This is an optimization exercise on Yosys and OpenROAD, whose aim is small area, not a production implementation.
Function was checked by simulation only, so behaviour that the tests miss may differ from the original.
Power and IR drop assume default switching activity.

## flow/config.mk

```make
export PLATFORM = sky130hd
export DESIGN_NAME = mxu
export DESIGN_NICKNAME = mxu
export VERILOG_FILES = /design/flow/design.v
export SDC_FILE = /design/flow/constraint.sdc
export NUM_CORES = 4
export LEC_CHECK = 0
export ABC_AREA = 1
export CAP_MARGIN = 20
export CORE_MARGIN = 2
export CORE_UTILIZATION = 70
export GPL_TIMING_DRIVEN = 0
export PLACE_DENSITY = 0.78
export SLEW_MARGIN = 20
```

## flow/constraint.sdc

```tcl
create_clock -name core_clock -period 10.0 [get_ports {clk}]
set_input_delay 2.0000 -clock core_clock [delete_from_list [all_inputs] [get_ports {clk}]]
set_output_delay 2.0000 -clock core_clock [all_outputs]
set_load 0.01 [all_outputs]
```

## flow/design.v

```verilog
module DFFR(
    clk,
    rst_n,
    d,
    q
);
parameter WIDTH = 1;
input wire clk;
input wire rst_n;
input wire [WIDTH-1:0]d;
output reg [WIDTH-1:0]q;
always@(posedge clk or negedge rst_n)begin
    if(~rst_n)begin
        q <= {WIDTH{1'b0}};
    end
    else begin
        q <= d;
    end
end
endmodule
module DFFE(
    clk,
    d,
    en,
    q
);
parameter WIDTH = 1;
input wire clk;
input wire en;
input wire [WIDTH-1:0]d;
output reg [WIDTH-1:0]q;
always@(posedge clk)begin
    if(en) begin
        q <= d;
    end
end
endmodule
module DFFRE(
    clk,
    rst_n,
    d,
    en,
    q
);
parameter WIDTH = 1;
input wire clk;
input wire rst_n;
input wire en;
input wire [WIDTH-1:0]d;
output reg [WIDTH-1:0]q;
always@(posedge clk or negedge rst_n)begin
    if(~rst_n)begin
        q <= {WIDTH{1'b0}};
    end
    else if(en) begin
        q <= d;
    end
end
endmodule
module DFFSE(
    clk,
    rst_n,
    d,
    en,
    q
);
parameter WIDTH = 1;
input wire clk;
input wire rst_n;
input wire en;
input wire [WIDTH-1:0]d;
output reg [WIDTH-1:0]q;
always@(posedge clk or negedge rst_n)begin
    if(~rst_n)begin
        q <= {WIDTH{1'b1}};
    end
    else if(en) begin
        q <= d;
    end
end
endmodule
module pe (
    acc_q,
    add_en,
    in0_data,
    in1_data,
    sum_low,
    sum_top,
    sum_sat,
    sat_bit
);
    input [15:0] acc_q;
    input add_en;
    input [7:0] in0_data;
    input [7:0] in1_data;
    output [14:0] sum_low;
    output sum_top;
    output sum_sat;
    output sat_bit;
    wire [7:0] a = in0_data & {8{add_en}};
    wire [7:0] b = in1_data;
    wire [16:0] sum_raw;
    wire c15, g15, p15, k16;
    wire pp1;
    wire pp2;
    wire pp3;
    wire pp4;
    wire pp5;
    wire pp6;
    wire pp7;
    wire pp8;
    wire pp9;
    wire pp10;
    wire pp11;
    wire pp12;
    wire pp13;
    wire pp14;
    wire pp15;
    wire pp16;
    wire pp17;
    wire pp18;
    wire pp19;
    wire pp20;
    wire pp21;
    wire pp22;
    wire pp23;
    wire pp24;
    wire pp25;
    wire pp26;
    wire pp27;
    wire pp28;
    wire pp29;
    wire pp30;
    wire pp31;
    wire pp32;
    wire pp33;
    wire pp34;
    wire pp35;
    wire pp36;
    wire pp37;
    wire pp38;
    wire pp39;
    wire pp40;
    wire pp41;
    wire pp42;
    wire pp43;
    wire pp44;
    wire pp45;
    wire pp46;
    wire pp47;
    wire pp48;
    wire pp49;
    wire pp50;
    wire pp51;
    wire pp52;
    wire pp53;
    wire pp54;
    wire pp55;
    wire pp56;
    wire pp57;
    wire pp58;
    wire pp59;
    wire pp60;
    wire pp61;
    wire pp62;
    wire pp63;
    wire pp64;
    wire pp65;
    wire s66;
    wire c67;
    wire s68;
    wire c69;
    wire s70;
    wire c71;
    wire s72;
    wire c73;
    wire s74;
    wire c75;
    wire s76;
    wire c77;
    wire s78;
    wire c79;
    wire s80;
    wire c81;
    wire s82;
    wire c83;
    wire s84;
    wire c85;
    wire s86;
    wire c87;
    wire s88;
    wire c89;
    wire s90;
    wire c91;
    wire s92;
    wire c93;
    wire s94;
    wire c95;
    wire s96;
    wire c97;
    wire s98;
    wire c99;
    wire s100;
    wire c101;
    wire s102;
    wire c103;
    wire s104;
    wire c105;
    wire s106;
    wire c107;
    wire s108;
    wire c109;
    wire s110;
    wire c111;
    wire s112;
    wire c113;
    wire s114;
    wire c115;
    wire s116;
    wire c117;
    wire s118;
    wire c119;
    wire s120;
    wire c121;
    wire s122;
    wire c123;
    wire s124;
    wire c125;
    wire s126;
    wire c127;
    wire s128;
    wire c129;
    wire s130;
    wire c131;
    wire s132;
    wire c133;
    wire s134;
    wire c135;
    wire s136;
    wire c137;
    wire s138;
    wire c139;
    wire s140;
    wire c141;
    wire s142;
    wire c143;
    wire s144;
    wire c145;
    wire s146;
    wire c147;
    wire s148;
    wire c149;
    wire s150;
    wire c151;
    wire s152;
    wire c153;
    wire s154;
    wire c155;
    wire s156;
    wire c157;
    wire s158;
    wire c159;
    wire s160;
    wire c161;
    wire s162;
    wire c163;
    wire s164;
    wire c165;
    wire s166;
    wire c167;
    wire s168;
    wire c169;
    wire s170;
    wire c171;
    wire s172;
    wire c173;
    wire s174;
    wire c175;
    wire s176;
    wire c177;
    wire s178;
    wire c179;
    wire s180;
    wire c181;
    wire s182;
    wire c183;
    wire s184;
    wire c185;
    wire s186;
    wire c187;
    wire s188;
    wire c189;
    wire s190;
    wire c191;
    wire s192;
    wire c193;
    wire s194;
    wire c195;
    wire s196;
    wire c197;
    wire s198;
    wire c199;
    wire s200;
    wire c201;
    wire s202;
    wire c203;
    wire s204;
    wire c205;
    wire s206;
    wire c207;
    wire s208;
    wire c209;
    wire s210;
    wire c211;
    wire s212;
    wire c213;
    wire s214;
    wire c215;
    wire s216;
    wire c217;
    wire s218;
    wire c219;
    wire s220;
    wire c221;
    assign pp1 = a[0] & b[0];
    assign pp2 = a[0] & b[1];
    assign pp3 = a[0] & b[2];
    assign pp4 = a[0] & b[3];
    assign pp5 = a[0] & b[4];
    assign pp6 = a[0] & b[5];
    assign pp7 = a[0] & b[6];
    assign pp8 = ~a[0] | ~b[7];
    assign pp9 = a[1] & b[0];
    assign pp10 = a[1] & b[1];
    assign pp11 = a[1] & b[2];
    assign pp12 = a[1] & b[3];
    assign pp13 = a[1] & b[4];
    assign pp14 = a[1] & b[5];
    assign pp15 = a[1] & b[6];
    assign pp16 = ~a[1] | ~b[7];
    assign pp17 = a[2] & b[0];
    assign pp18 = a[2] & b[1];
    assign pp19 = a[2] & b[2];
    assign pp20 = a[2] & b[3];
    assign pp21 = a[2] & b[4];
    assign pp22 = a[2] & b[5];
    assign pp23 = a[2] & b[6];
    assign pp24 = ~a[2] | ~b[7];
    assign pp25 = a[3] & b[0];
    assign pp26 = a[3] & b[1];
    assign pp27 = a[3] & b[2];
    assign pp28 = a[3] & b[3];
    assign pp29 = a[3] & b[4];
    assign pp30 = a[3] & b[5];
    assign pp31 = a[3] & b[6];
    assign pp32 = ~a[3] | ~b[7];
    assign pp33 = a[4] & b[0];
    assign pp34 = a[4] & b[1];
    assign pp35 = a[4] & b[2];
    assign pp36 = a[4] & b[3];
    assign pp37 = a[4] & b[4];
    assign pp38 = a[4] & b[5];
    assign pp39 = a[4] & b[6];
    assign pp40 = ~a[4] | ~b[7];
    assign pp41 = a[5] & b[0];
    assign pp42 = a[5] & b[1];
    assign pp43 = a[5] & b[2];
    assign pp44 = a[5] & b[3];
    assign pp45 = a[5] & b[4];
    assign pp46 = a[5] & b[5];
    assign pp47 = a[5] & b[6];
    assign pp48 = ~a[5] | ~b[7];
    assign pp49 = a[6] & b[0];
    assign pp50 = a[6] & b[1];
    assign pp51 = a[6] & b[2];
    assign pp52 = a[6] & b[3];
    assign pp53 = a[6] & b[4];
    assign pp54 = a[6] & b[5];
    assign pp55 = a[6] & b[6];
    assign pp56 = ~a[6] | ~b[7];
    assign pp57 = ~a[7] | ~b[0];
    assign pp58 = ~a[7] | ~b[1];
    assign pp59 = a[7] & b[1];
    assign pp60 = ~a[7] | ~b[2];
    assign pp61 = ~a[7] | ~b[3];
    assign pp62 = ~a[7] | ~b[4];
    assign pp63 = ~a[7] | ~b[5];
    assign pp64 = ~a[7] | ~b[6];
    assign pp65 = a[7] & b[7];
    assign s66 = pp6 ^ pp13;
    assign c67 = pp6 & pp13;
    assign s68 = pp7 ^ pp14 ^ pp21;
    assign c69 = (pp7 & pp14) | (pp21 & (pp7 ^ pp14));
    assign s70 = pp28 ^ pp35;
    assign c71 = pp28 & pp35;
    assign s72 = pp8 ^ pp15 ^ pp22;
    assign c73 = (pp8 & pp15) | (pp22 & (pp8 ^ pp15));
    assign s74 = pp29 ^ pp36 ^ pp43;
    assign c75 = (pp29 & pp36) | (pp43 & (pp29 ^ pp36));
    assign s76 = pp50 ^ pp57;
    assign c77 = pp50 & pp57;
    assign s78 = pp16 ^ pp23 ^ pp30;
    assign c79 = (pp16 & pp23) | (pp30 & (pp16 ^ pp23));
    assign s80 = pp37 ^ pp44 ^ pp51;
    assign c81 = (pp37 & pp44) | (pp51 & (pp37 ^ pp44));
    assign s82 = pp59 ^ acc_q[8];
    assign c83 = pp59 & acc_q[8];
    assign s84 = pp24 ^ pp31 ^ pp38;
    assign c85 = (pp24 & pp31) | (pp38 & (pp24 ^ pp31));
    assign s86 = pp45 ^ pp52 ^ pp58;
    assign c87 = (pp45 & pp52) | (pp58 & (pp45 ^ pp52));
    assign s88 = pp60 ^ acc_q[9];
    assign c89 = pp60 & acc_q[9];
    assign s90 = pp32 ^ pp39 ^ pp46;
    assign c91 = (pp32 & pp39) | (pp46 & (pp32 ^ pp39));
    assign s92 = pp53 ^ pp61;
    assign c93 = pp53 & pp61;
    assign s94 = pp40 ^ pp47;
    assign c95 = pp40 & pp47;
    assign s96 = pp4 ^ pp11;
    assign c97 = pp4 & pp11;
    assign s98 = pp5 ^ pp12 ^ pp19;
    assign c99 = (pp5 & pp12) | (pp19 & (pp5 ^ pp12));
    assign s100 = pp26 ^ pp33;
    assign c101 = pp26 & pp33;
    assign s102 = pp20 ^ pp27 ^ pp34;
    assign c103 = (pp20 & pp27) | (pp34 & (pp20 ^ pp27));
    assign s104 = pp41 ^ acc_q[5] ^ s66;
    assign c105 = (pp41 & acc_q[5]) | (s66 & (pp41 ^ acc_q[5]));
    assign s106 = pp42 ^ pp49 ^ acc_q[6];
    assign c107 = (pp42 & pp49) | (acc_q[6] & (pp42 ^ pp49));
    assign s108 = s68 ^ s70 ^ c67;
    assign c109 = (s68 & s70) | (c67 & (s68 ^ s70));
    assign s110 = acc_q[7] ^ s72 ^ s74;
    assign c111 = (acc_q[7] & s72) | (s74 & (acc_q[7] ^ s72));
    assign s112 = s76 ^ c69 ^ c71;
    assign c113 = (s76 & c69) | (c71 & (s76 ^ c69));
    assign s114 = s78 ^ s80 ^ s82;
    assign c115 = (s78 & s80) | (s82 & (s78 ^ s80));
    assign s116 = c73 ^ c75 ^ c77;
    assign c117 = (c73 & c75) | (c77 & (c73 ^ c75));
    assign s118 = s84 ^ s86 ^ s88;
    assign c119 = (s84 & s86) | (s88 & (s84 ^ s86));
    assign s120 = c79 ^ c81 ^ c83;
    assign c121 = (c79 & c81) | (c83 & (c79 ^ c81));
    assign s122 = acc_q[10] ^ s90 ^ s92;
    assign c123 = (acc_q[10] & s90) | (s92 & (acc_q[10] ^ s90));
    assign s124 = c85 ^ c87 ^ c89;
    assign c125 = (c85 & c87) | (c89 & (c85 ^ c87));
    assign s126 = pp54 ^ pp62 ^ acc_q[11];
    assign c127 = (pp54 & pp62) | (acc_q[11] & (pp54 ^ pp62));
    assign s128 = s94 ^ c91 ^ c93;
    assign c129 = (s94 & c91) | (c93 & (s94 ^ c91));
    assign s130 = pp48 ^ pp55 ^ pp63;
    assign c131 = (pp48 & pp55) | (pp63 & (pp48 ^ pp55));
    assign s132 = acc_q[12] ^ c95;
    assign c133 = acc_q[12] & c95;
    assign s134 = pp56 ^ pp64;
    assign c135 = pp56 & pp64;
    assign s136 = pp3 ^ pp10;
    assign c137 = pp3 & pp10;
    assign s138 = pp18 ^ pp25 ^ acc_q[3];
    assign c139 = (pp18 & pp25) | (acc_q[3] & (pp18 ^ pp25));
    assign s140 = acc_q[4] ^ s98 ^ s100;
    assign c141 = (acc_q[4] & s98) | (s100 & (acc_q[4] ^ s98));
    assign s142 = s102 ^ s104 ^ c99;
    assign c143 = (s102 & s104) | (c99 & (s102 ^ s104));
    assign s144 = s106 ^ s108 ^ c103;
    assign c145 = (s106 & s108) | (c103 & (s106 ^ s108));
    assign s146 = s110 ^ s112 ^ c107;
    assign c147 = (s110 & s112) | (c107 & (s110 ^ s112));
    assign s148 = s114 ^ s116 ^ c111;
    assign c149 = (s114 & s116) | (c111 & (s114 ^ s116));
    assign s150 = s118 ^ s120 ^ c115;
    assign c151 = (s118 & s120) | (c115 & (s118 ^ s120));
    assign s152 = s122 ^ s124 ^ c119;
    assign c153 = (s122 & s124) | (c119 & (s122 ^ s124));
    assign s154 = s126 ^ s128 ^ c123;
    assign c155 = (s126 & s128) | (c123 & (s126 ^ s128));
    assign s156 = s130 ^ s132 ^ c127;
    assign c157 = (s130 & s132) | (c127 & (s130 ^ s132));
    assign s158 = acc_q[13] ^ s134 ^ c131;
    assign c159 = (acc_q[13] & s134) | (c131 & (acc_q[13] ^ s134));
    assign s160 = pp65 ^ acc_q[14];
    assign c161 = pp65 & acc_q[14];
    assign s162 = pp2 ^ pp9;
    assign c163 = pp2 & pp9;
    assign s164 = pp17 ^ acc_q[2] ^ s136;
    assign c165 = (pp17 & acc_q[2]) | (s136 & (pp17 ^ acc_q[2]));
    assign s166 = s96 ^ s138 ^ c137;
    assign c167 = (s96 & s138) | (c137 & (s96 ^ s138));
    assign s168 = c97 ^ s140 ^ c139;
    assign c169 = (c97 & s140) | (c139 & (c97 ^ s140));
    assign s170 = c101 ^ s142 ^ c141;
    assign c171 = (c101 & s142) | (c141 & (c101 ^ s142));
    assign s172 = c105 ^ s144 ^ c143;
    assign c173 = (c105 & s144) | (c143 & (c105 ^ s144));
    assign s174 = c109 ^ s146 ^ c145;
    assign c175 = (c109 & s146) | (c145 & (c109 ^ s146));
    assign s176 = c113 ^ s148 ^ c147;
    assign c177 = (c113 & s148) | (c147 & (c113 ^ s148));
    assign s178 = c117 ^ s150 ^ c149;
    assign c179 = (c117 & s150) | (c149 & (c117 ^ s150));
    assign s180 = c121 ^ s152 ^ c151;
    assign c181 = (c121 & s152) | (c151 & (c121 ^ s152));
    assign s182 = c125 ^ s154 ^ c153;
    assign c183 = (c125 & s154) | (c153 & (c125 ^ s154));
    assign s184 = c129 ^ s156 ^ c155;
    assign c185 = (c129 & s156) | (c155 & (c129 ^ s156));
    assign s186 = c133 ^ s158 ^ c157;
    assign c187 = (c133 & s158) | (c157 & (c133 ^ s158));
    assign s188 = c135 ^ s160 ^ c159;
    assign c189 = (c135 & s160) | (c159 & (c135 ^ s160));
    assign s190 = ~acc_q[15] ^ c161;
    assign c191 = ~acc_q[15] & c161;
    assign s192 = pp1 ^ acc_q[0];
    assign c193 = pp1 & acc_q[0];
    assign s194 = acc_q[1] ^ s162 ^ c193;
    assign c195 = (acc_q[1] & s162) | (c193 & (acc_q[1] ^ s162));
    assign s196 = s164 ^ c163 ^ c195;
    assign c197 = (s164 & c163) | (c195 & (s164 ^ c163));
    assign s198 = s166 ^ c165 ^ c197;
    assign c199 = (s166 & c165) | (c197 & (s166 ^ c165));
    assign s200 = s168 ^ c167 ^ c199;
    assign c201 = (s168 & c167) | (c199 & (s168 ^ c167));
    assign s202 = s170 ^ c169 ^ c201;
    assign c203 = (s170 & c169) | (c201 & (s170 ^ c169));
    assign s204 = s172 ^ c171 ^ c203;
    assign c205 = (s172 & c171) | (c203 & (s172 ^ c171));
    assign s206 = s174 ^ c173 ^ c205;
    assign c207 = (s174 & c173) | (c205 & (s174 ^ c173));
    assign s208 = s176 ^ c175 ^ c207;
    assign c209 = (s176 & c175) | (c207 & (s176 ^ c175));
    assign s210 = s178 ^ c177 ^ c209;
    assign c211 = (s178 & c177) | (c209 & (s178 ^ c177));
    assign s212 = s180 ^ c179 ^ c211;
    assign c213 = (s180 & c179) | (c211 & (s180 ^ c179));
    assign s214 = s182 ^ c181 ^ c213;
    assign c215 = (s182 & c181) | (c213 & (s182 ^ c181));
    assign s216 = s184 ^ c183 ^ c215;
    assign c217 = (s184 & c183) | (c215 & (s184 ^ c183));
    assign s218 = s186 ^ c185 ^ c217;
    assign c219 = (s186 & c185) | (c217 & (s186 ^ c185));
    assign s220 = s188 ^ c187 ^ c219;
    assign c221 = (s188 & c187) | (c219 & (s188 ^ c187));
    assign c15 = c221;
    assign g15 = s190 & c189;
    assign p15 = s190 | c189;
    assign k16 = 1'b1 ^ c191;
    assign sum_raw[15] = s190 ^ c189 ^ c15;
    assign sum_raw[16] = k16 ^ (c15 ? p15 : g15);
    assign sum_sat = c15 ? ~(k16 ^ g15) : (k16 ^ p15);
    assign sat_bit = c15 ? ~(k16 ^ p15) : ~(k16 ^ g15);
    assign sum_raw[0] = s192;
    assign sum_raw[1] = s194;
    assign sum_raw[2] = s196;
    assign sum_raw[3] = s198;
    assign sum_raw[4] = s200;
    assign sum_raw[5] = s202;
    assign sum_raw[6] = s204;
    assign sum_raw[7] = s206;
    assign sum_raw[8] = s208;
    assign sum_raw[9] = s210;
    assign sum_raw[10] = s212;
    assign sum_raw[11] = s214;
    assign sum_raw[12] = s216;
    assign sum_raw[13] = s218;
    assign sum_raw[14] = s220;
    assign sum_low = sum_raw[14:0];
    assign sum_top = sum_raw[16];
endmodule
module acc(
    clk,
    rst_n,
    acc_clr,
    acc_vld,
    load_vld,
    in0_data,
    in1_data,
    out_data_int16,
    out_data_int8
);
    input clk;
    input rst_n;
    input acc_clr;
    input acc_vld;
    input load_vld;
    input [7:0] in0_data;
    input [7:0] in1_data;
    output reg [15:0] out_data_int16;
    output [7:0] out_data_int8;
    wire [14:0] sum_low;
    wire sum_top;
    wire sum_sat;
    wire sat_bit;
    wire keep_zero;
    wire take_sum;
    wire sat_val;
    wire int8_direct_use_allow;
    pe u_pe (
        .acc_q(out_data_int16),
        .add_en(acc_vld & ~load_vld),
        .in0_data(in0_data),
        .in1_data(in1_data),
        .sum_low(sum_low),
        .sum_top(sum_top),
        .sum_sat(sum_sat),
        .sat_bit(sat_bit)
    );
    assign keep_zero = acc_clr | load_vld & out_data_int16[15];
    assign take_sum = ~keep_zero & ~sum_sat;
    assign sat_val = ~keep_zero & sum_sat & sat_bit;
    always @(posedge clk or negedge rst_n) begin
        if (~rst_n)
            out_data_int16 <= 16'h0000;
        else begin
            out_data_int16[14:0] <= {15{take_sum}} & sum_low | {15{sat_val}};
            out_data_int16[15] <= ~keep_zero & sum_top;
        end
    end
    assign int8_direct_use_allow = (&out_data_int16[15:7]) | ~(|out_data_int16[15:7]);
    assign out_data_int8 = int8_direct_use_allow ? out_data_int16[7:0] :
                           out_data_int16[15] ? 8'h80 : 8'h7f;
endmodule
module mxu (
    clk,
    rst_n,
    start_vld,
    lsu_mxu_vld,
    lsu_mxu_conv_vld,
    lsu_mxu_clr,
    lsu_mxu_iram_vld,
    lsu_mxu_iram_pld,
    lsu_mxu_wram_vld,
    lsu_mxu_wram_pld,
    lsu_mxu_pool_vld,
    lsu_mxu_pool_size,
    lsu_mxu_act_vld,
    lsu_mxu_act_type,
    lsu_mxu_wfi,
    mxu_lsu_int8_row0_data,
    mxu_lsu_int16_row0_data,
    mxu_lsu_int8_row1_data,
    mxu_lsu_int16_row1_data,
    mxu_lsu_int8_row2_data,
    mxu_lsu_int16_row2_data,
    mxu_lsu_int8_row3_data,
    mxu_lsu_int16_row3_data,
    mxu_lsu_int8_row4_data,
    mxu_lsu_int16_row4_data,
    mxu_lsu_int8_row5_data,
    mxu_lsu_int16_row5_data,
    mxu_lsu_int8_row6_data,
    mxu_lsu_int16_row6_data,
    mxu_lsu_int8_row7_data,
    mxu_lsu_int16_row7_data,
    mxu_lsu_data_rdy,
    mxu_lsu_rdy,
    wfi
);
    input clk;
    input rst_n;
    input start_vld;
    input lsu_mxu_vld;
    input lsu_mxu_conv_vld;
    input lsu_mxu_clr;
    input [7:0] lsu_mxu_iram_vld;
    input [63:0] lsu_mxu_iram_pld;
    input [7:0] lsu_mxu_wram_vld;
    input [63:0] lsu_mxu_wram_pld;
    input lsu_mxu_pool_vld;
    input [1:0] lsu_mxu_pool_size;
    input lsu_mxu_act_vld;
    input [1:0] lsu_mxu_act_type;
    input lsu_mxu_wfi;
    output [63:0] mxu_lsu_int8_row0_data;
    output [127:0] mxu_lsu_int16_row0_data;
    output [63:0] mxu_lsu_int8_row1_data;
    output [127:0] mxu_lsu_int16_row1_data;
    output [63:0] mxu_lsu_int8_row2_data;
    output [127:0] mxu_lsu_int16_row2_data;
    output [63:0] mxu_lsu_int8_row3_data;
    output [127:0] mxu_lsu_int16_row3_data;
    output [63:0] mxu_lsu_int8_row4_data;
    output [127:0] mxu_lsu_int16_row4_data;
    output [63:0] mxu_lsu_int8_row5_data;
    output [127:0] mxu_lsu_int16_row5_data;
    output [63:0] mxu_lsu_int8_row6_data;
    output [127:0] mxu_lsu_int16_row6_data;
    output [63:0] mxu_lsu_int8_row7_data;
    output [127:0] mxu_lsu_int16_row7_data;
    output mxu_lsu_data_rdy;
    output mxu_lsu_rdy;
    output wfi;
    genvar r, c;
    wire lsu_mxu_vld_qual;
    wire mxu_done;
    wire acc_clr_qual;
    wire mxu_act_vld;
    wire any_c1_vld;
    reg mxu_vld;
    reg mxu_vld_d;
    reg any_c1_vld_q;
    reg [2:0] mxu_conv_awake_cnt;
    reg mxu_conv_awake_cnt_zero;
    wire mxu_conv_awake_cnt_en;
    wire [2:0] mxu_conv_awake_cnt_nxt;
    reg wfi_q;
    reg [7:0] iram_vld_q [1:8];
    reg [63:0] iram_pld_q [1:8];
    reg [7:0] wram_vld_q [1:8];
    reg [63:0] wram_pld_q [1:8];
    integer k;
    always @(posedge clk or negedge rst_n) begin
        if (~rst_n) begin
            for (k = 1; k <= 8; k = k + 1) begin
                iram_vld_q[k] <= 8'h00;
                wram_vld_q[k] <= 8'h00;
            end
        end else begin
            iram_vld_q[1] <= lsu_mxu_iram_vld;
            wram_vld_q[1] <= lsu_mxu_wram_vld;
            for (k = 2; k <= 8; k = k + 1) begin
                iram_vld_q[k] <= iram_vld_q[k-1];
                wram_vld_q[k] <= wram_vld_q[k-1];
            end
        end
    end
    always @(posedge clk) begin
        iram_pld_q[1] <= lsu_mxu_iram_pld;
        wram_pld_q[1] <= lsu_mxu_wram_pld;
        for (k = 2; k <= 8; k = k + 1) begin
            iram_pld_q[k] <= iram_pld_q[k-1];
            wram_pld_q[k] <= wram_pld_q[k-1];
        end
    end
    assign lsu_mxu_vld_qual = lsu_mxu_vld & mxu_lsu_rdy;
    assign mxu_done = mxu_conv_awake_cnt_zero & ~any_c1_vld;
    assign mxu_lsu_rdy = mxu_done | ~mxu_vld;
    assign mxu_lsu_data_rdy = ~any_c1_vld & ~mxu_act_vld;
    assign acc_clr_qual = lsu_mxu_clr & lsu_mxu_vld_qual & lsu_mxu_conv_vld;
    assign mxu_act_vld = lsu_mxu_act_vld & lsu_mxu_vld_qual;
    assign wfi = wfi_q;
    assign mxu_conv_awake_cnt_en = (|mxu_conv_awake_cnt) | lsu_mxu_vld_qual & lsu_mxu_conv_vld;
    assign mxu_conv_awake_cnt_nxt = ~mxu_conv_awake_cnt_en ? mxu_conv_awake_cnt :
                                    (|{lsu_mxu_iram_vld, lsu_mxu_wram_vld}) ? 3'b111 :
                                    mxu_conv_awake_cnt - 3'b001;
    always @(posedge clk or negedge rst_n) begin
        if (~rst_n) begin
            mxu_vld <= 1'b0;
            mxu_vld_d <= 1'b0;
            any_c1_vld_q <= 1'b0;
            mxu_conv_awake_cnt <= 3'b000;
            mxu_conv_awake_cnt_zero <= 1'b1;
            wfi_q <= 1'b1;
        end else begin
            mxu_vld <= lsu_mxu_vld_qual | mxu_vld & ~mxu_done;
            mxu_vld_d <= mxu_vld;
            any_c1_vld_q <= |c0_vld;
            mxu_conv_awake_cnt <= mxu_conv_awake_cnt_nxt;
            mxu_conv_awake_cnt_zero <= ~(|mxu_conv_awake_cnt_nxt);
            if (lsu_mxu_vld_qual | start_vld)
                wfi_q <= ~start_vld & lsu_mxu_wfi;
        end
    end
    wire [63:0] c0_vld;
    wire [63:0] c1_vld;
    wire [127:0] int16_data [0:7];
    wire [63:0] int8_data [0:7];
    generate
        for (r = 0; r < 8; r = r + 1) begin : g_row
            for (c = 0; c < 8; c = c + 1) begin : g_col
                if (r == 0 && c == 0) begin : g_c0_in
                    assign c0_vld[8*r+c] = lsu_mxu_iram_vld[c] & lsu_mxu_wram_vld[r] & mxu_vld;
                end else if (r == 0) begin : g_c0_top
                    assign c0_vld[8*r+c] = lsu_mxu_iram_vld[c] & wram_vld_q[c][r] & mxu_vld;
                end else if (c == 0) begin : g_c0_left
                    assign c0_vld[8*r+c] = iram_vld_q[r][c] & lsu_mxu_wram_vld[r] & mxu_vld;
                end else begin : g_c0_mid
                    assign c0_vld[8*r+c] = iram_vld_q[r][c] & wram_vld_q[c][r] & mxu_vld;
                end
                assign c1_vld[8*r+c] = iram_vld_q[r+1][c] & wram_vld_q[c+1][r] & mxu_vld_d;
                acc u_acc (
                    .clk(clk),
                    .rst_n(rst_n),
                    .acc_clr(acc_clr_qual),
                    .acc_vld(c1_vld[8*r+c]),
                    .load_vld(mxu_act_vld),
                    .in0_data(iram_pld_q[r+1][8*c+7:8*c]),
                    .in1_data(wram_pld_q[c+1][8*r+7:8*r]),
                    .out_data_int16(int16_data[r][16*c+15:16*c]),
                    .out_data_int8(int8_data[r][8*c+7:8*c])
                );
            end
        end
    endgenerate
    assign any_c1_vld = any_c1_vld_q;
    assign mxu_lsu_int16_row0_data = int16_data[0];
    assign mxu_lsu_int16_row1_data = int16_data[1];
    assign mxu_lsu_int16_row2_data = int16_data[2];
    assign mxu_lsu_int16_row3_data = int16_data[3];
    assign mxu_lsu_int16_row4_data = int16_data[4];
    assign mxu_lsu_int16_row5_data = int16_data[5];
    assign mxu_lsu_int16_row6_data = int16_data[6];
    assign mxu_lsu_int16_row7_data = int16_data[7];
    assign mxu_lsu_int8_row0_data = int8_data[0];
    assign mxu_lsu_int8_row1_data = int8_data[1];
    assign mxu_lsu_int8_row2_data = int8_data[2];
    assign mxu_lsu_int8_row3_data = int8_data[3];
    assign mxu_lsu_int8_row4_data = int8_data[4];
    assign mxu_lsu_int8_row5_data = int8_data[5];
    assign mxu_lsu_int8_row6_data = int8_data[6];
    assign mxu_lsu_int8_row7_data = int8_data[7];
endmodule
```

## flow/flow/run.sh

```bash
#!/bin/bash
# The standard layout (the standard.sh, ORFS from synthesis to finish)
# with three changes, none of which touches the registers:
#  - Yosys's synth skips its early ABC pass (-noabc), so the carry-save
#    adder trees written in rtl/pe.v reach extract_fa as written; the later
#    ABC mapping of the remaining logic still runs;
#  - the port buffers are buf_1 cells;
#  - clock tree synthesis inserts no dummy loads and clusters up to 25
#    sinks within 100 um under each leaf buffer.
# Every tool's output goes to a log file in this folder.
set -euo pipefail
bash standard.sh \
  SYNTH_ARGS=-noabc \
  "BUFFER_PORTS_ARGS=-buffer_cell sky130_fd_sc_hd__buf_1" \
  "CTS_ARGS=-sink_clustering_enable -repair_clock_nets -dont_use_dummy_load -sink_clustering_size 25 -sink_clustering_max_diameter 100" \
  finish > make_finish.log 2>&1
```

## flow/standard.sh

```bash
#!/bin/bash
# synth_recipe.tcl (not shown) runs the flow's synth.tcl, then flattens the netlist and writes it again
# the make line also repeats each setting of config.mk as NAME=value (left out here)
make -C /OpenROAD-flow-scripts/flow DESIGN_CONFIG=/design/flow/config.mk WORK_HOME=/design/flow/orfs CLKGATE_MAP_FILE= SYNTH_SCRIPT=/design/flow/synth_recipe.tcl "${@:-finish}"
```

==> results of run 1 <==
==> per-stage QoR <==
step                cell area, µm²  setup TNS [ns]
floorplan                   188000               0
global placement            198000               -
detailed placement          199000         -781.87
CTS                         202000          -0.131
global route                203000           -2.89
finish                      203000               0
==> sequential cells by signal (all words and copies together) (netlist names) <==
signal and flops:
wfi_q 1, mxu_vld 1, iram_pld_q 512, mxu_vld_d 1, any_c1_vld_q 1, mxu_conv_awake_cnt 3
mxu_conv_awake_cnt_zero 1, iram_vld_q 64, wram_vld_q 64, wram_pld_q 512, g_row.g_col.u_acc.out_data_int16 1024
==> layout make-up <==
| class | instances | area, µm² |
|---|---|---|
| diodes | 43 | 108 |
| plain buffers | 445 | 2470 |
| inverters | 1036 | 3910 |
| flip-flops and latches | 2184 | 49500 |
| repair buffers | 1745 | 7390 |
| fillers | 18900 | 64000 |
| well taps | 3552 | 4440 |
| clock buffers | 113 | 2830 |
| multi-input cells | 14500 | 133000 |
==> cells in the mapped netlist (all sizes together) <==
library cell  count
fa             3968
nor2           3694
nand2          3570
nand3          1425
dfrtp          1158
inv            1036
ha             1025
dfxtp          1024
nand4           324
buf             291
clkbuf          159
o21ai           117
nor3            108
o211ai           59
xor2             58
a21oi            48
and2             37
and3             16
nand3b           10
or2               5
dfstp             2
xnor2             2
a211oi            1
==> path summary, 6_finish.rpt <==
path / from / to
min in group asynchronous: rst_n / g_row[1].g_col[0].u_acc.out_data_int16[0]$_DFF_PN0_
worst min register to register: iram_pld_q[4][7]$_DFF_P_ / iram_pld_q[5][7]$_DFF_P_
worst min-delay path: iram_pld_q[4][7]$_DFF_P_ / iram_pld_q[5][7]$_DFF_P_
max in group asynchronous: rst_n / g_row[6].g_col[7].u_acc.out_data_int16[1]$_DFF_PN0_
worst max-delay path: lsu_mxu_vld / g_row[1].g_col[1].u_acc.out_data_int16[1]$_DFF_PN0_
worst max register to register: mxu_vld_d$_DFF_PN0_ / g_row[0].g_col[6].u_acc.out_data_int16[4]$_DFF_PN0_
==> where the power goes <==
part	internal, W	leakage [nW]	switching [W]
sequential	0.0119	22.6	0.00496
combinational	0.0190	76.1	0.0271
clock	0.00200	1.39	0.00301
==> cells by family (layout without fill, tap and decap cells) <==
logic type | Yosys count | count (layout) | share of synthesized area (%)
compound gates | 225 | 225 | 0.686
other cells | 0 | 43 | 0
buf+inv | 1486 | 3339 | 3.28
fa+ha+maj | 4993 | 4993 | 49.2
flops | 2184 | 2184 | 26.4
simple gates | 9189 | 9189 | 20.2
xor+xnor | 60 | 60 | 0.280
==> layer usage <==
metal,routed length [µm],vias to the layer above,GRT usage [%]
met5,450,-,0
met4,73300,68,43.0
met3,86300,2275,19.5
met2,269000,8909,67.0
met1,205000,73500,57.0
li1,-,60600,-
==> timing repair <==
item | CTS | global route
setup endpoints to repair | 384 | 912
gates resized for setup | 88 | 279
setup buffers | 0 | 8
pin swaps | 0 | 2
==> worst max-delay path, delay by kind of cell <==
| kind | cells | cell delay [ns] |
|---|---|---|
| compound gates | 2 | 0.26 |
| fa+ha+maj | 15 | 5.98 |
| buf+inv | 8 | 1.16 |
| simple gates | 10 | 1.07 |
==> cell usage in the layout (no fill, tap or decap), types with 6 or more instances in the layout <==
cell and instances:
nand3b_1 10, buf_16 6, dfrtp_1 1158, inv_1 951, diode_2 43, clkbuf_2 63
and3_1 16, inv_2 80, xor2_1 58, nand2_1 3207, fa_1 3968, ha_1 1025
and2_1 37, buf_6 19, nand3_1 1424, o21ai_0 92, o21ai_1 21, clkbuf_4 17
o211ai_1 59, nand2_2 337, buf_1 1757, buf_12 41, clkbuf_16 113, nor2_1 3691
nor3_1 108, buf_2 94, nand2_4 25, dfxtp_1 1024, a21oi_1 47, buf_4 94
clkbuf_1 93, nand4_1 324
==> summary.txt, run 1 <==
Finished Layout Cells = 23600
die width = 522 µm
dpl hpwl = 529000 µm
Top Ports = 1696
Yosys reg bits = 2184
flop-to-flop setup slack = 0.70 ns
post-route minimum period = 9.76 ns
Critical Path End Type = flip-flop
Max-slew headroom = 23.8%
pre-CTS WS = -1.30 ns
Core Region = 267000 µm²
power density over the cells = 334 nW/µm²
first-pass GRT wire length = 944000 µm
maximum vdd ir drop = 0.472 mV
Root Driver = clkbuf_16
Yosys warning total = 10
layout cells sized above 1 = 4.59%
Req. time, crit path = 10.72 ns
GP Congestion = 1.04
synthesis-to-finish area growth = 8.28%
area share of the largest cell type after synthesis = 42.3%
cell area after synthesis = 188000 µm²
num rows = 190
final hold violation count = 0
First-pass DRT Iterations = 6
top post-synthesis cells by area = fa_1, dfrtp_1, dfxtp_1, nor2_1, ha_1
Initial Util = 70.2%
CTS tree = yes
RSZ-0062 raised after global routing = yes
crit share post-route = 97.6%
Port-buffer cells = 1690
total power = 0.0679 W
leakage = 100 nW
Worst Path Arrival = 10.48 ns
synthesized net count = 23300
final global-route overflow total = 0
sequential-to-total area share from yosys stat = 26.4%
WL/cell = 26.9 µm
Final nets = 25100
initial antenna violation count = 76
vias per cell = 6.16
antenna viol nets, final = 0
skew final = 0.0592 ns
Slew @ Worst Pin = 1.15 ns
Critical Path Source Type = input port
Mean Syn Cell Area = 10.3 µm²
clock transition at the registers of the reported paths = 0.10 ns
CP max FO = 10
largest net degree at the start of global routing = 33
vias in the first global route = 150000
Clk Latency, worst-skew pair = 0.87 ns
most used cell, CP = fa_1
Gate Count Post-Synth = 18100
CTS Hold Buffers Added = 0
Worst path slowest cell = fa_1
1st-iter DRT viols = 14400
vias after detailed routing = 145000
PnR worst setup slack = 0.237 ns
outcome = timing/DRC/antenna clean
Hold WC Path Type = reg -> reg
H-Tree Depth = 3
Yosys cell types = 31
# clock sinks = 2184
die area = 272000 µm²
hold-critical path depth = 0
Final Util = 76.1%
DP Cell Count = 23400
Slew Limit Fails = 0
Slowest Stage Delay on Critical Path = 0.47 ns
total routed wirelength = 634000 µm
DRC = 0
Global Route Usage Sum = 47.9%
hold slack = 0.323 ns
die height = 522 µm
Bufs on Longest Clock Path = 3
Setup CP Type = in -> reg
r2r worst-path depth = 32
Max-Cap Viols = 0
TritonCTS buffer count = 113
Final setup viols = 0
area leader, netlist = fa_1
Fmax = 0.102 GHz
==> run 2, diff against run 1 <==
--- a/flow/config.mk
+++ b/flow/config.mk
@@ -8,7 +8,7 @@
 export ABC_AREA = 1
 export CAP_MARGIN = 20
 export CORE_MARGIN = 2
-export CORE_UTILIZATION = 70
+export CORE_UTILIZATION = 58
 export GPL_TIMING_DRIVEN = 0
-export PLACE_DENSITY = 0.78
+export PLACE_DENSITY = 0.66
 export SLEW_MARGIN = 20
==> summary.txt, run 2 <==
# clock sinks = 2184 (unchanged)
vias in the first global route = 147000 (-2.2%)
die height = 573 µm (+9.8%)
Worst path slowest cell = fa_1
outcome = timing/DRC/antenna clean
crit share post-route = 97.7% (+0.11 points)
die width = 573 µm (+9.8%)
CP startpoint = lsu_mxu_vld
WL/cell = 25.7 µm (-4.5%)
Slew Limit Fails = 0 (unchanged)
Top Ports = 1696 (unchanged)
1st-iter DRT viols = 11600 (-19%)
skew final = 0.0780 ns (+0.0188 ns)
Global Route Usage Sum = 39.0% (-8.9 points)
Clk Latency, worst-skew pair = 0.90 ns (+0.03 ns)
area leader, netlist = fa_1
maximum vdd ir drop = 0.312 mV (-34%)
CTS tree = yes
Final setup viols = 0 (unchanged)
initial antenna violation count = 47 (-38%)
Root Driver = clkbuf_16
top post-synthesis cells by area = fa_1, dfrtp_1, dfxtp_1, nor2_1, ha_1
RSZ-0062 raised after global routing = yes
Yosys reg bits = 2184 (unchanged)
commonest non-fill, non-tap cells in the layout = fa_1, nor2_1, nand2_1, buf_1, nand3_1
Commonest cells post-synth = fa_1, nor2_1, nand2_1, nand3_1, dfrtp_1
dpl hpwl = 532000 µm (+0.68%)
Max-Cap Viols = 0 (unchanged)
sequential-to-total area share from yosys stat = 26.4% (unchanged)
DRC = 0 (unchanged)
Req. time, crit path = 10.74 ns (+0.02 ns)
Yosys cell types = 31 (unchanged)
clock transition at the registers of the reported paths = 0.10 ns (about the same)
Critical Path Source Type = input port
Multi-input gate area = 132000 µm² (about the same)
post-route cell area = 205000 µm² (+0.70%)
cell area after synthesis = 188000 µm² (unchanged)
leakage = 100 nW (+0.24%)
Gate Count Post-Synth = 18100 (unchanged)
Worst Path Arrival = 10.51 ns (+0.03 ns)
Slew @ Worst Pin = 1.23 ns (+0.0782 ns)
total routed wirelength = 625000 µm (-1.4%)
GP Congestion = 1.01 (-2.9%)
Top Usage Layer GRT = met2
first-pass GRT wire length = 941000 µm (-0.36%)
largest register by flop count = g_row.g_col.u_acc.out_data_int16
synthesis-to-finish area growth = 9.04%
Reg area = 49500 µm² (unchanged)
asr flop ratio synth = 53.1% (unchanged)
DP Cell Count = 24200 (+3.2%)
antenna viol nets, final = 0 (unchanged)
total power = 0.0674 W (-0.82%)
final global-route overflow total = 0 (unchanged)
num rows = 208 (+9.5%)
Finished Layout Cells = 24400 (+3.3%)
top flop regs = g_row.g_col.u_acc.out_data_int16 x1024, iram_pld_q x512, wram_pld_q x512
area share of the largest cell type after synthesis = 42.3% (unchanged)
vias per cell = 5.77 (-6.3%)
hold path startpoint = iram_pld_q[1][31]$_DFF_P_
FF-to-FF Start = mxu_vld_d$_DFF_PN0_
most common cell after layout, fill and taps aside = fa_1
Top FF cell, synth = dfrtp_1
Critical Path End Type = flip-flop
Post-synth EDFFs = 0 (unchanged)
placed cell areas = 200000 µm² (+0.51%)
Max-slew headroom = 17.7% (-6.1 points)
CP max FO = 10 (unchanged)
# fillers = 27300 (+45%)
First-pass DRT Iterations = 7 (+1)
Slowest Stage Delay on Critical Path = 0.46 ns (about the same)
Core Region = 321000 µm² (+20%)
Setup CP Type = in -> reg
Initial Util = 58.4% (-12 points)
TritonCTS buffer count = 137 (+21%)
vias after detailed routing = 141000 (-3.3%)
Bufs on Longest Clock Path = 4 (+1)
post-route minimum period = 9.77 ns (+0.0106 ns)
cell with the most instances after synthesis = fa_1
die area = 328000 µm² (+21%)
final hold violation count = 0 (unchanged)
grt met3 use = 11.7% (-7.8 points)
max FFs per register = 1024 (unchanged)
power density over the cells = 329 nW/µm² (-1.5%)
Fmax = 0.102 GHz (-0.11%)
largest net degree at the start of global routing = 34 (+3.0%)
synthesized net count = 23300 (unchanged)
Hold WC Path Type = reg -> reg
Yosys warning total = 10 (unchanged)
H-Tree Depth = 4 (+1)
layout cells sized above 1 = 4.64% (+0.049 points)
Mean Syn Cell Area = 10.3 µm² (unchanged)
M1 GR Usage = 48.8% (-8.2 points)
Port-buffer cells = 1690 (unchanged)
Final nets = 25200 (+0.10%)
M2 GR Usage = 58.3% (-8.7 points)
most used cell, CP = fa_1
run 2: kinds of logic (layout without fill, tap and decap cells):
group           count (synthesis)  in the layout  synth area share (%)
simple gates                 9189           9189                  20.2
fa+ha+maj                    4993           4993                  49.2
flops                        2184           2184                  26.4
buf+inv                      1486           3365                  3.28
compound gates                225            225                 0.686
xor+xnor                       60             60                 0.280
other cells                     0             31                     0
run 2: per-layer routing:
layer | vias up | part of all wire, %
met1 | 72400 | 37
met3 | 1328 | 10
met2 | 6180 | 45
met4 | 26 | 8.7
li1 | 60700 | -
met5 | - | 0.029
run 2: layout make-up:
cell class	count	share of cell area [%]
Clock buffer	137	1.68
Timing Repair Buffer	1746	3.63
Antenna cell	31	0.0379
Buffer	446	1.18
Multi-Input combinational cell	14500	64.7
Inverter	1036	1.91
Sequential cell	2184	24.2
Tap cell	4305	2.63
run 2: power by group:
| part | leakage (nW) | internal [W] | switching, W |
|---|---|---|---|
| clock | 1.69 | 0.00245 | 0.00312 |
| sequential | 22.6 | 0.0119 | 0.00502 |
| combinational | 76.1 | 0.0188 | 0.0260 |
| total | 100 | 0.0332 | 0.0342 |
run 2: timing repair:
action | CTS | global route
endpoints found under the setup margin | 345 | 880
gates resized for setup | 57 | 282
hold buffers | 0 | 0
buffers inserted | 0 | 6
endpoints found under the hold margin | 0 | 0
run 2: worst max-delay path, delay by kind of cell:
kind | cells | cell delay (ns)
buffers and inverters | 7 | 1.04
AO/OA/AOI/OAI | 2 | 0.21
adder cells (fa/ha/maj) | 15 | 5.91
AND/OR/NAND/NOR | 10 | 1.30
run 2: metrics by stage:
| step | hold WS [ns] | worst slack [ns] | TNS, ns | util, % |
|---|---|---|---|---|
| floorplan | 0.329 | 0.282 | 0 | - |
| global route | 0.324 | -0.0494 | -1.38 | 63.7 |
| finish | 0.324 | 0.227 | 0 | 63.7 |
| CTS | 0.320 | 0.00794 | 0 | 63.5 |
| detailed placement | 0.337 | -1.45 | -839.78 | 62.4 |
| global placement | 0.334 | -59.81 | - | 62.0 |
run 2: path summary, 6_finish.rpt:
path | to | slack (ns) | depth (start not counted)
max | g_row[7].g_col[7].u_acc.out_data_int16[5]$_DFF_PN0_ | 0.23 | 34
min | iram_pld_q[2][31]$_DFF_P_ | 0.32 | 0
max reg2reg | g_row[6].g_col[1].u_acc.out_data_int16[8]$_DFF_PN0_ | 0.71 | 32
min reg2reg | iram_pld_q[2][31]$_DFF_P_ | 0.32 | 0
max in group asynchronous | g_row[7].g_col[6].u_acc.out_data_int16[15]$_DFF_PN0_ | 6.28 | 11
min in group asynchronous | g_row[0].g_col[0].u_acc.out_data_int16[0]$_DFF_PN0_ | 1.04 | 1
==> run 3, diff against run 2 <==
==> flow/flow/run.sh (replaced) <==
#!/bin/bash
# The standard layout (the standard.sh, ORFS from synthesis to finish)
# with three changes, none of which touches the registers:
#  - Yosys's synth skips its early ABC pass (-noabc), so the carry-save
#    adder trees written in rtl/pe.v reach extract_fa as written; the later
#    ABC mapping of the remaining logic still runs;
#  - the port buffers are buf_1 cells;
#  - clock tree synthesis inserts no dummy loads and clusters up to 12
#    sinks within 100 um under each leaf buffer, with clkbuf_8 buffers.
# Every tool's output goes to a log file in this folder.
set -euo pipefail
bash standard.sh \
  SYNTH_ARGS=-noabc \
  "BUFFER_PORTS_ARGS=-buffer_cell sky130_fd_sc_hd__buf_1" \
  "CTS_ARGS=-sink_clustering_enable -repair_clock_nets -dont_use_dummy_load -sink_clustering_size 12 -sink_clustering_max_diameter 100 -buf_list sky130_fd_sc_hd__clkbuf_8" \
  finish > make_finish.log 2>&1
--- a/flow/config.mk
+++ b/flow/config.mk
@@ -8,7 +8,7 @@
 export ABC_AREA = 1
 export CAP_MARGIN = 20
 export CORE_MARGIN = 2
-export CORE_UTILIZATION = 58
+export CORE_UTILIZATION = 66
 export GPL_TIMING_DRIVEN = 0
-export PLACE_DENSITY = 0.66
+export PLACE_DENSITY = 0.74
 export SLEW_MARGIN = 20
==> summary.txt, run 3 <==
Global Route Usage Sum = 44.7% (+5.8 points)
layout cells sized above 1 = 4.43% (-0.20 points)
RSZ-0062 raised after global routing = yes
Critical Path Source Type = input port
Worst path slowest cell = fa_1
Sw Ratio = 51.7% (+1.0 points)
Crit Reg-Reg Endpoint = g_row[1].g_col[2].u_acc.out_data_int16[14]$_DFF_PN0_
most used cell, CP = fa_1
vias per cell = 6.00 (+3.9%)
clock transition at the registers of the reported paths = 0.10 ns (about the same)
Hold WC Path Type = reg -> reg
Slowest Stage Delay on Critical Path = 0.55 ns (+0.09 ns)
# fillers = 21400 (-21%)
critical path endpoint = g_row[1].g_col[2].u_acc.out_data_int16[14]$_DFF_PN0_
most common cell after layout, fill and taps aside = fa_1
Root Driver = clkbuf_8
r2r worst-path depth = 30 (-6.3%)
flop-to-flop setup slack = 0.79 ns (+0.08 ns)
DP Cell Count = 23600 (-2.3%)
die height = 537 µm (-6.2%)
dpl hpwl = 523000 µm (-1.8%)
WL met2 = 267000 µm (-4.5%)
largest net degree at the start of global routing = 36 (+5.9%)
Multi-input gate area = 132000 µm² (-0.16%)
Fmax = 0.103 GHz (+0.75%)
Top Ports = 1696 (unchanged)
Top FF cell, synth = dfrtp_1
CTS Hold Buffers Added = 0 (unchanged)
TritonCTS buffer count = 204 (+49%)
WL met3 = 81500 µm (+29%)
crit share post-route = 97.0% (-0.72 points)
first-pass GRT wire length = 936000 µm (-0.55%)
maximum vdd ir drop = 0.381 mV (+22%)
M1 WL = 213000 µm (-7.0%)
DRC = 0 (unchanged)
area leader, netlist = fa_1
Port-buffer cells = 1690 (unchanged)
power density over the cells = 331 nW/µm² (+0.59%)
top post-synthesis cells by area = fa_1, dfrtp_1, dfxtp_1, nor2_1, ha_1
synthesis-to-finish area growth = 8.12%
clock share of power = 7.4% (-0.9 points)
cell area after synthesis = 188000 µm² (unchanged)
Final setup viols = 0 (unchanged)
Mean Syn Cell Area = 10.3 µm² (unchanged)
Comb pwr share = 67.3% (+0.7 points)
Core Region = 283000 µm² (-12%)
sequential-to-total area share from yosys stat = 26.4% (unchanged)
# clock sinks = 2184 (unchanged)
top flop regs = g_row.g_col.u_acc.out_data_int16 x1024, iram_pld_q x512, wram_pld_q x512
commonest non-fill, non-tap cells in the layout = fa_1, nor2_1, nand2_1, buf_1, nand3_1
leakage = 100 nW (-0.31%)
Reg area = 49500 µm² (unchanged)
GP Congestion = 1.04 (+3.3%)
asr flop ratio synth = 53.1% (unchanged)
synthesized net count = 23300 (unchanged)
Yosys reg bits = 2184 (unchanged)
CP max FO = 10 (unchanged)
Slew Limit Fails = 0 (unchanged)
total power = 0.0672 W (-0.27%)
CP startpoint = lsu_mxu_vld
Max-slew headroom = 27.2% (+9.5 points)
Yosys cell types = 31 (unchanged)
vias after detailed routing = 143000 (+1.8%)
DR top layer = met5
Pint = 0.0325 W (-2.3%)
num rows = 195 (-6.3%)
FF-to-FF Start = mxu_conv_awake_cnt_zero$_DFF_PN1_
Req. time, crit path = 10.94 ns (+0.20 ns)
die width = 537 µm (-6.2%)
max FFs per register = 1024 (unchanged)
CTS tree = yes
Finished Layout Cells = 23900 (-2.0%)
Worst Path Arrival = 10.64 ns (+0.13 ns)
vias in the first global route = 147000 (+0.31%)
skew final = 0.0673 ns (-0.0107 ns)
Setup CP Type = in -> reg
final setup TNS = 0 ns (unchanged)
total routed wirelength = 628000 µm (+0.40%)
Max-Cap Viols = 0 (unchanged)
outcome = timing/DRC/antenna clean
initial antenna violation count = 50 (+6.4%)
Post-synth EDFFs = 0 (unchanged)
H-Tree Depth = 4 (unchanged)
Gate Count Post-Synth = 18100 (unchanged)
1st-iter DRT viols = 13800 (+19%)
die area = 289000 µm² (-12%)
Final nets = 25200 (+0.24%)
Commonest cells post-synth = fa_1, nor2_1, nand2_1, nand3_1, dfrtp_1
post-route minimum period = 9.70 ns (-0.0724 ns)
Bufs on Longest Clock Path = 4 (unchanged)
final hold violation count = 0 (unchanged)
final global-route overflow total = 0 (unchanged)
Reg power frac = 25.2% (about the same)
Slew @ Worst Pin = 1.08 ns (-0.142 ns)
Yosys warning total = 10 (unchanged)
Switching Power = 0.0347 W (+1.7%)
area share of the largest cell type after synthesis = 42.3% (unchanged)
First-pass DRT Iterations = 8 (+1)
cell with the most instances after synthesis = fa_1
Clk Latency, worst-skew pair = 1.09 ns (+0.19 ns)
Critical Path End Type = flip-flop
WL/cell = 26.3 µm (+2.5%)
Initial Util = 66.4% (+8.0 points)
antenna viol nets, final = 0 (unchanged)
largest register by flop count = g_row.g_col.u_acc.out_data_int16
-- run 3: routing by layer --
metal / global-route usage [%] / vias up
li1: - / 60700
met1: 54.6 / 72400
met2: 63.1 / 7970
met4: 36.9 / 46
met3: 17.3 / 1870
met5: 0.658 / -
-- run 3: stage by stage --
stage	setup slack [ns]	instance area, µm²	utilization [%]	hold WS, ns
CTS	0.0475	203000	71.7	0.331
finish	0.299	203000	71.8	0.329
global route	-0.0154	203000	71.8	0.337
floorplan	0.282	188000	-	0.329
detailed placement	-1.20	200000	70.7	0.335
global placement	-58.63	199000	70.3	0.332
-- run 3: worst min path at each step --
stage,from,endpoint,slack [ns],cells past startpoint
2_1_floorplan,wram_pld_q[1][15]$_DFF_P_,wram_pld_q[2][15]$_DFF_P_,0.33,0
3_3_place_gp,wram_pld_q[6][15]$_DFF_P_,wram_pld_q[7][15]$_DFF_P_,0.33,0
3_5_place_dp,wram_pld_q[1][31]$_DFF_P_,wram_pld_q[2][31]$_DFF_P_,0.33,0
4_1_cts,wram_pld_q[3][47]$_DFF_P_,wram_pld_q[4][47]$_DFF_P_,0.33,0
5_1_grt,wram_pld_q[1][31]$_DFF_P_,wram_pld_q[2][31]$_DFF_P_,0.34,0
6_report,wram_pld_q[3][47]$_DFF_P_,wram_pld_q[4][47]$_DFF_P_,0.33,0
-- run 3: cell families (layout without fill, tap and decap cells) --
logic type	count (synthesis)	count (layout)	share of synthesized area, %
fa+ha+maj	4993	4993	49.2
xor+xnor	60	60	0.280
simple gates	9189	9189	20.2
buf+inv	1486	3426	3.28
compound gates	225	225	0.686
other cells	0	33	0
flops	2184	2184	26.4
-- run 3: power groups by stage --
stage	logic, W	clock network (W)	registers, W
2_1_floorplan	0.0308	0	0.0153
3_3_place_gp	0.0431	0	0.0169
3_5_place_dp	0.0442	0	0.0169
4_1_cts	0.0448	0.00507	0.0167
5_1_grt	0.0517	0.00537	0.0170
6_report	0.0452	0.00500	0.0170
-- run 3: layout make-up --
cell class / count / share of cell area, %
repair buffers: 1738 / 3.61
diodes: 33 / 0.0407
multi-input cells: 14500 / 65.2
well taps: 3743 / 2.31
flip-flops and latches: 2184 / 24.4
inverters: 1036 / 1.92
clock buffers: 204 / 1.38
plain buffers: 448 / 1.15
-- run 3: repair_timing --
action,4_1_cts,5_1_grt
endpoints found under the setup margin,29,696
resized for setup,3,203
setup buffers,0,2
-- run 3: critical path: cells and delay by family --
family	cells	cell delay (ns)
adders and majority gates	14	5.97
buffers and inverters	6	0.96
AOI/OAI and AO/OA	2	0.39
and+or+nand+nor	9	1.28

==> afterwards: timing with drivers on the ports <==
Ports are ideal in the flow. The routed layouts listed here were re-timed in OpenROAD. Step 1 sets driving cells, clkbuf_16 on the clock port and buf_2 on the other inputs (assumed; they add their load-dependent delay and slew). Step 2 also shifts input and output timing later by t, the mid clock arrival at the registers, as if the neighbouring blocks saw the same clock. Three values: no drivers, after step 1, after step 2; two values: the first two.
run | t (ns) | setup WS [ns] | worst hold slack (ns) | worst register clock-pin slew, ns | pins driven straight from the clock port
run 1 | 0.947 | 0.237 / 0.166 / -0.780 | 0.323 / 0.323 / 0.323 | 0.11 / 0.11 | 1
run 2 | 0.975 | 0.227 / 0.165 / -0.809 | 0.324 / 0.324 / 0.324 | 0.10 / 0.10 | 1
run 3 | 1.181 | 0.299 / 0.197 / -0.985 | 0.329 / 0.329 / 0.329 | 0.10 / 0.10 | 1
With both steps, setup timing fails in every run listed, where it was met with ideal ports. The setup slack of run 3, which loses most, moves by -0.102 ns with the drivers and by -1.284 ns with both steps.
